Background: an optimization exercise with open tools, aiming at small area. Do not read the settings as production practice.
The RTL was checked by simulation tests, not by an equivalence proof against the original design.
The clock port is modelled as an ideal driver; clocking choices that lean on that would not hold on a real chip.
Power and IR drop assume default switching activity.

==> amber: inputs <==
==> flow/design.v (excerpt) <==
module uart_apb_master(
input wire PCLK,
input wire PRESETn,
output wire o_uart_tx,
input wire i_uart_rx,
output wire PSEL,
output wire PENABLE,
output wire PWRITE,
input wire PREADY,
input wire PSLVERR,
output wire [31:0] PADDR,
output wire [31:0] PWDATA,
input wire [31:0] PRDATA
);
==> module uart_apb_master, before the edit <==
module uart_apb_master(
input wire PCLK,
input wire PRESETn,
output wire o_uart_tx,
input wire i_uart_rx,
output wire PSEL,
output wire PENABLE,
output wire PWRITE,
input wire PREADY,
input wire PSLVERR,
output wire [31:0] PADDR,
output wire [31:0] PWDATA,
input wire [31:0] PRDATA
);
  reg  [8:0]  tmr;       
  reg  [3:0]  bitcnt;    
  reg  [4:0]  phase;
  reg         wflag;
  reg  [31:0] a;
  reg  [31:0] d;
  wire tick     = (tmr == 9'd434);
  wire s_tx     = phase[4] & (phase[3] | (phase[2] & phase[1]));
  wire s_sel    = phase[4] & ~phase[3] & phase[2] & ~phase[1];
  wire s_access = s_sel & phase[0];
  wire s_rx     = ~s_tx & ~s_sel;
  wire rx_wait  = s_rx & (bitcnt == 4'd0) & i_uart_rx;    
  wire b_end    = tick & (bitcnt == 4'd7);                
  wire cmd_last = s_rx & (wflag ? phase[4] : phase[3]);   
  wire tx_first = (phase[3:0] == 4'd6);
  wire rx_shift = s_rx & tick & (bitcnt[3:2] == 2'b11);
  wire rx_corr  = s_rx & tick & (bitcnt == 4'd11) & ~i_uart_rx;
  wire move     = cmd_last & ~wflag & (bitcnt == 4'd7) & (tmr[8:5] == 4'd0);
  wire capture  = s_access & PREADY & ~wflag;
  wire tx_shift = s_tx & (bitcnt == 4'd7) & (tmr[8:2] == 7'd0) & ~tx_first;
  wire shift    = rx_shift | move | capture | tx_shift;
  wire sin      = bitcnt[3] & i_uart_rx;
  wire [31:0] prd;
  genvar g;
  generate
    for (g = 0; g < 32; g = g + 1) begin : perm
      assign prd[(g & ~3) | (3 - (g & 3))] = PRDATA[g];
      assign PADDR[g]  = a[(g & ~3) | (3 - (g & 3))];
      assign PWDATA[g] = d[(g & ~3) | (3 - (g & 3))];
    end
  endgenerate
  always @(posedge PCLK) begin
    if (shift) begin
      a <= {a[30:0], d[31]};
      d <= {d[30:0], sin} | (capture ? prd : 32'd0);
    end else if (rx_corr) begin
      d[3] <= ~d[3];
      d[2] <= d[2] ^ d[3];
      d[1] <= d[1] | (d[2] & d[3]);
      d[0] <= 1'b1;
    end
  end
  always @(posedge PCLK) begin
    if (s_rx & tick & (bitcnt == 4'd15) & (phase == 5'd0))
      wflag <= i_uart_rx;
  end
  always @(posedge PCLK) begin
    if (rx_wait)
      tmr <= 9'd217;
    else if (tick | s_access)
      tmr <= 9'd0;
    else
      tmr <= tmr + 9'd1;
  end
  always @(posedge PCLK or negedge PRESETn) begin
    if (!PRESETn)
      bitcnt <= 4'd0;
    else if (s_access | b_end)
      bitcnt <= 4'd0;
    else if (tick)
      bitcnt <= bitcnt - 4'd1;
  end
  always @(posedge PCLK or negedge PRESETn) begin
    if (!PRESETn)
      phase <= 5'd0;
    else if (b_end & cmd_last)
      phase <= 5'd20;
    else if (b_end | (s_sel & (~phase[0] | PREADY)))
      phase <= phase + 5'd1;
  end
  wire [3:0] n = {d[28], d[29], d[30], d[31]};
  wire letter = n[3] & (n[2] | n[1]);
  wire [3:0] v = letter ? (n + 4'd7) : n;
  wire [7:0] hexch = {1'b0, letter, ~letter, ~letter, v};
  wire [7:0] txch = tx_first ? {5'b01110, wflag, 1'b1, wflag} :
                    (&phase[3:0]) ? 8'h24 : hexch;
  wire txbit = bitcnt[3] ? txch[~bitcnt[2:0]] : bitcnt[0];
  assign o_uart_tx = ~s_tx | txbit;
  assign PSEL      = s_sel;
  assign PENABLE   = s_access;
  assign PWRITE    = wflag;
endmodule
clock: 20.0 ns
lec_check: 0
cap_margin: 20
core_margin: 2
core_utilization: 40
slew_margin: 20
standard.sh (not shown) runs the stock make flow with config.mk's settings and CLKGATE_MAP_FILE= SYNTH_SCRIPT=/design/flow/synth_recipe.tcl, a recipe that flattens the netlist after the stock synthesis.
==> flow/flow/run.sh <==
#!/bin/bash
# Standard synthesis, then an area-oriented re-mapping of its combinational
# logic (registers untouched), then the standard ORFS layout with buf_1 port
# buffers and a clock tree without dummy loads.
set -euo pipefail
R=orfs/results/sky130hd/uart_apb_master/base
LIB=$FLOW_HOME/platforms/sky130hd/lib/sky130_fd_sc_hd__tt_025C_1v80.lib

bash standard.sh synth > flow_synth.log 2>&1

cp $LIB lib.lib
yosys -q -p "read_liberty -ignore_miss_func lib.lib; write_verilog -noattr models_all.v" > models.log 2>&1
awk '/^module /{buf=""; keep=1} {buf=buf $0 "\n"} /always|^ *reg /{keep=0} /^endmodule/{if(keep) printf "%s", buf}' models_all.v > comb_models.v
cp $R/1_2_yosys.v std.v
yosys -s flow/resyn.ys > resyn.log 2>&1
cp new.v $R/1_2_yosys.v
rm -f $R/1_synth.odb $R/1_synth.sdc

bash standard.sh \
  BUFFER_PORTS_ARGS="-buffer_cell sky130_fd_sc_hd__buf_1" \
  CTS_ARGS="-sink_clustering_enable -repair_clock_nets -dont_use_dummy_load" \
  PRE_GLOBAL_PLACE_TCL="$PWD/flow/downsize.tcl" \
  finish > flow_make.log 2>&1
==> flow/flow/downsize.tcl <==
# Swap every combinational cell to the smallest drive strength of the same function.
set n 0
foreach inst [get_cells *] {
  set m [get_property $inst ref_name]
  if {[regexp {^(sky130_fd_sc_hd__)([a-z0-9]+)_([0-9]+)$} $m -> pfx base drv]} {
    if {[regexp {^(df|edf|sdf|sedf|dl|tap|fill|decap|conb|clk)} $base]} continue
    foreach d {0 1 2} {
      if {$d >= $drv} break
      set cand [get_lib_cells -quiet ${pfx}${base}_${d}]
      if {[llength $cand]} {
        replace_cell $inst $cand
        incr n
        break
      }
    }
  }
}
puts "downsized $n cells"
==> flow/flow/resyn.abc <==
&get -n
&st
&syn2
&dch -f
&nf -R 1000
&put
mfs2
&get -n
&st
&dch -f
&nf -R 1000
&put
==> flow/flow/resyn.ys <==
# Re-map the combinational logic of the standard synthesis netlist for area.
# Registers are liberty black boxes here, so they keep their cells and names.
read_liberty -lib lib.lib
read_verilog -overwrite comb_models.v
read_verilog std.v
hierarchy -top uart_apb_master
flatten
rename -hide w:*.*
techmap
opt_expr
opt_clean -purge
abc -liberty lib.lib -dont_use *probe* -dont_use *lpflow* -script flow/resyn.abc
read_liberty -lib -overwrite lib.lib
opt_clean -purge
splitnets
opt_clean -purge
hilomap -singleton -hicell sky130_fd_sc_hd__conb_1 HI -locell sky130_fd_sc_hd__conb_1 LO
opt_clean -purge
check -assert -mapped
stat -liberty lib.lib
write_verilog -noattr -nohex -nodec new.v
==> sierra: changes against amber <==
--- a/flow/design.v
+++ b/flow/design.v
@@ -13,21 +13,21 @@
 input wire [31:0] PRDATA
 );
-  reg  [8:0]  tmr;       
-  reg  [3:0]  bitcnt;    
+  reg  [8:0]  tmr;
+  reg  [3:0]  bitcnt;
   reg  [4:0]  phase;
   reg         wflag;
   reg  [31:0] a;
   reg  [31:0] d;
-  wire tick     = (tmr == 9'd434);
+  wire tick     = tmr[8] & tmr[7] & tmr[5] & tmr[4] & tmr[1];   
   wire s_tx     = phase[4] & (phase[3] | (phase[2] & phase[1]));
   wire s_sel    = phase[4] & ~phase[3] & phase[2] & ~phase[1];
   wire s_access = s_sel & phase[0];
-  wire s_rx     = ~s_tx & ~s_sel;
-  wire rx_wait  = s_rx & (bitcnt == 4'd0) & i_uart_rx;    
-  wire b_end    = tick & (bitcnt == 4'd7);                
-  wire cmd_last = s_rx & (wflag ? phase[4] : phase[3]);   
-  wire tx_first = (phase[3:0] == 4'd6);
-  wire rx_shift = s_rx & tick & (bitcnt[3:2] == 2'b11);
-  wire rx_corr  = s_rx & tick & (bitcnt == 4'd11) & ~i_uart_rx;
+  wire rx_wait  = ~s_tx & (bitcnt == 4'd0) & i_uart_rx;   
+  wire b_end    = tick & (bitcnt == 4'd7);                 
+  wire cmd_last = ~s_tx & (wflag ? phase[4] : phase[3]);   
+  wire tx_first = ~phase[3] & ~phase[0];                   
+  wire tx_last  = phase[3] & phase[2] & phase[1] & phase[0];
+  wire rx_shift = ~s_tx & tick & bitcnt[3] & bitcnt[2];
+  wire rx_corr  = ~s_tx & tick & (bitcnt == 4'd11) & ~i_uart_rx;
   wire move     = cmd_last & ~wflag & (bitcnt == 4'd7) & (tmr[8:5] == 4'd0);
   wire capture  = s_access & PREADY & ~wflag;
@@ -45,6 +45,9 @@
   endgenerate
   always @(posedge PCLK) begin
+    if (rx_shift | move)
+      a <= {a[30:0], d[31]};
+  end
+  always @(posedge PCLK) begin
     if (shift) begin
-      a <= {a[30:0], d[31]};
       d <= {d[30:0], sin} | (capture ? prd : 32'd0);
     end else if (rx_corr) begin
@@ -56,12 +59,12 @@
   end
   always @(posedge PCLK) begin
-    if (s_rx & tick & (bitcnt == 4'd15) & (phase == 5'd0))
-      wflag <= i_uart_rx;
+    if (phase == 5'd0)
+      wflag <= d[3];
   end
   always @(posedge PCLK) begin
-    if (rx_wait)
-      tmr <= 9'd217;
-    else if (tick | s_access)
+    if (tick | s_access)
       tmr <= 9'd0;
+    else if (rx_wait)
+      tmr <= 9'd256;
     else
       tmr <= tmr + 9'd1;
@@ -88,5 +91,5 @@
   wire [7:0] hexch = {1'b0, letter, ~letter, ~letter, v};
   wire [7:0] txch = tx_first ? {5'b01110, wflag, 1'b1, wflag} :
-                    (&phase[3:0]) ? 8'h24 : hexch;
+                    tx_last  ? 8'h24 : hexch;
   wire txbit = bitcnt[3] ? txch[~bitcnt[2:0]] : bitcnt[0];
   assign o_uart_tx = ~s_tx | txbit;
--- a/flow/flow/run.sh
+++ b/flow/flow/run.sh
@@ -13,11 +13,27 @@
 awk '/^module /{buf=""; keep=1} {buf=buf $0 "\n"} /always|^ *reg /{keep=0} /^endmodule/{if(keep) printf "%s", buf}' models_all.v > comb_models.v
 cp $R/1_2_yosys.v std.v
-yosys -s flow/resyn.ys > resyn.log 2>&1
-cp new.v $R/1_2_yosys.v
+# four seeds of the re-mapping in parallel; keep the smallest netlist
+for S in 0 7 33 61; do
+  mkdir -p rs_$S
+  sed "s/SEED/$S/" flow/resyn.abc > rs_$S/resyn.abc
+  (cd rs_$S && yosys -s ../flow/resyn.ys > resyn.log 2>&1) &
+done
+wait
+best=""
+for S in 0 7 33 61; do
+  a=$(grep "Chip area" rs_$S/resyn.log | tail -1 | awk '{print $NF}') || true
+  echo "seed $S area ${a:-failed}" >> resyn_pick.log
+  if [[ -n "$a" && -f rs_$S/new.v ]] && { [[ -z "$best" ]] || awk -v x="$a" -v y="$ba" 'BEGIN{exit !(x<y)}'; }; then
+    best=$S; ba=$a
+  fi
+done
+echo "picked seed $best" >> resyn_pick.log
+cp rs_$best/new.v $R/1_2_yosys.v
 rm -f $R/1_synth.odb $R/1_synth.sdc
 
 bash standard.sh \
   BUFFER_PORTS_ARGS="-buffer_cell sky130_fd_sc_hd__buf_1" \
-  CTS_ARGS="-sink_clustering_enable -repair_clock_nets -dont_use_dummy_load" \
+  CTS_ARGS="${X_CTS_ARGS:--sink_clustering_enable -repair_clock_nets -dont_use_dummy_load -buf_list sky130_fd_sc_hd__clkbuf_4}" \
   PRE_GLOBAL_PLACE_TCL="$PWD/flow/downsize.tcl" \
+  POST_CTS_TCL="$PWD/flow/post_cts.tcl" \
   finish > flow_make.log 2>&1
==> flow/flow/post_cts.tcl (new file) <==
set block [ord::get_db_block]
set db [ord::get_db]
estimate_parasitics -placement
proc leaf_slew {net} {
  set worst 0
  foreach it [$net getITerms] {
    if {[[$it getMTerm] getIoType] ne "INPUT"} continue
    set pin [get_pins "[[$it getInst] getName]/[[$it getMTerm] getName]"]
    foreach p {slew_max_rise slew_max_fall} {
      set s [get_property $pin $p]
      if {$s > $worst} { set worst $s }
    }
  }
  return $worst
}
set clk [$block findNet PCLK]
foreach it [$clk getITerms] {
  set root [$it getInst]
  if {![string match "*clkbuf*" [[$root getMaster] getName]]} continue
  foreach rt [$root getITerms] {
    if {[[$rt getMTerm] getIoType] ne "OUTPUT"} continue
    foreach lt [[$rt getNet] getITerms] {
      set leaf [$lt getInst]
      if {$leaf eq $root || ![string match "*clkbuf*" [[$leaf getMaster] getName]]} continue
      foreach ot [$leaf getITerms] {
        if {[[$ot getMTerm] getIoType] ne "OUTPUT"} continue
        set s [leaf_slew [$ot getNet]]
        set n [expr {[llength [[$ot getNet] getITerms]] - 1}]
        if {$s > 0.095} {
          $leaf swapMaster [$db findMaster sky130_fd_sc_hd__clkbuf_8]
          puts "post_cts: [$leaf getName] drives $n pins, estimated slew $s ns, now clkbuf_8"
        } else {
          puts "post_cts: [$leaf getName] drives $n pins, estimated slew $s ns, kept"
        }
      }
    }
  }
}
detailed_placement
estimate_parasitics -placement
==> flow/flow/resyn.abc (replaced) <==
&get -n
&st
&deepsyn -T 100 -S SEED
&dch -f
&nf -R 1000
&put
==> flow/flow/resyn.ys (replaced) <==
# Re-map the combinational logic of the standard synthesis netlist for area.
# Registers are liberty black boxes here, so they keep their cells and names.
read_liberty -lib ../lib.lib
read_verilog -overwrite ../comb_models.v
read_verilog ../std.v
hierarchy -top uart_apb_master
flatten
rename -hide w:*.*
techmap
opt_expr
opt_clean -purge
abc -liberty ../lib.lib -dont_use *probe* -dont_use *lpflow* -script resyn.abc
read_liberty -lib -overwrite ../lib.lib
opt_clean -purge
splitnets
opt_clean -purge
hilomap -singleton -hicell sky130_fd_sc_hd__conb_1 HI -locell sky130_fd_sc_hd__conb_1 LO
opt_clean -purge
check -assert -mapped
stat -liberty ../lib.lib
write_verilog -noattr -nohex -nodec new.v
--- a/flow/config.mk
+++ b/flow/config.mk
@@ -8,4 +8,4 @@
 export CAP_MARGIN = 20
 export CORE_MARGIN = 2
-export CORE_UTILIZATION = 40
+export CORE_UTILIZATION = 75
 export SLEW_MARGIN = 20
==> results.txt <==
- Of amber and sierra, amber has the higher die area (gap 86%, measured against sierra).
- Of amber and sierra, amber has the higher setup slack (gap 0.33 ns).
- Between amber and sierra, the lower sequential share of layout area is in amber (gap 2.7 points).
- Sequential power is about the same in amber and sierra.
- Of sierra and amber, amber has the higher combinational power (gap 7.4%, measured against amber).
- Wire length: amber is lower than sierra (19%).
- Total power: sierra is smaller than amber (3.4%).
- Of amber and sierra, amber has the higher critical path depth (gap 2).
- Between sierra and amber, the lower via count is in amber (gap about 7.5%, measured against amber).
- In clock skew, amber and sierra hardly differ.
- Clock-buffer cell count is the same in amber and sierra.

==> static timing again, ports no longer ideal <==
Ports are ideal in the flow. The routed layouts listed here were re-timed in OpenROAD. Step 1 assumes that a clkbuf_16 drives the clock port and a buf_2 every other input. Step 2 adds t to the input delays and takes it off the output delays; t is the mean of the earliest and latest rising clock arrival at the registers after step 1. Input paths then give back, and output paths get back, about the clock's delay inside the block. a / b / c = ideal ports / drivers / drivers and shift; a / b = the first two.
| run | t (ns) | setup WS [ns] | hold slack, ns | worst setup path after step 2 |
|---|---|---|---|---|
| amber | 0.359 | 13.899 / 13.871 / 13.579 | 0.451 / 0.451 / 0.451 | input to register |
| sierra | 0.446 | 13.567 / 13.540 / 13.253 | 0.456 / 0.456 / 0.456 | input to register |
After both steps setup and hold are still met in every run listed. For amber, which loses most, drivers alone change the setup slack by -0.028 ns; drivers and shift together by -0.320 ns.
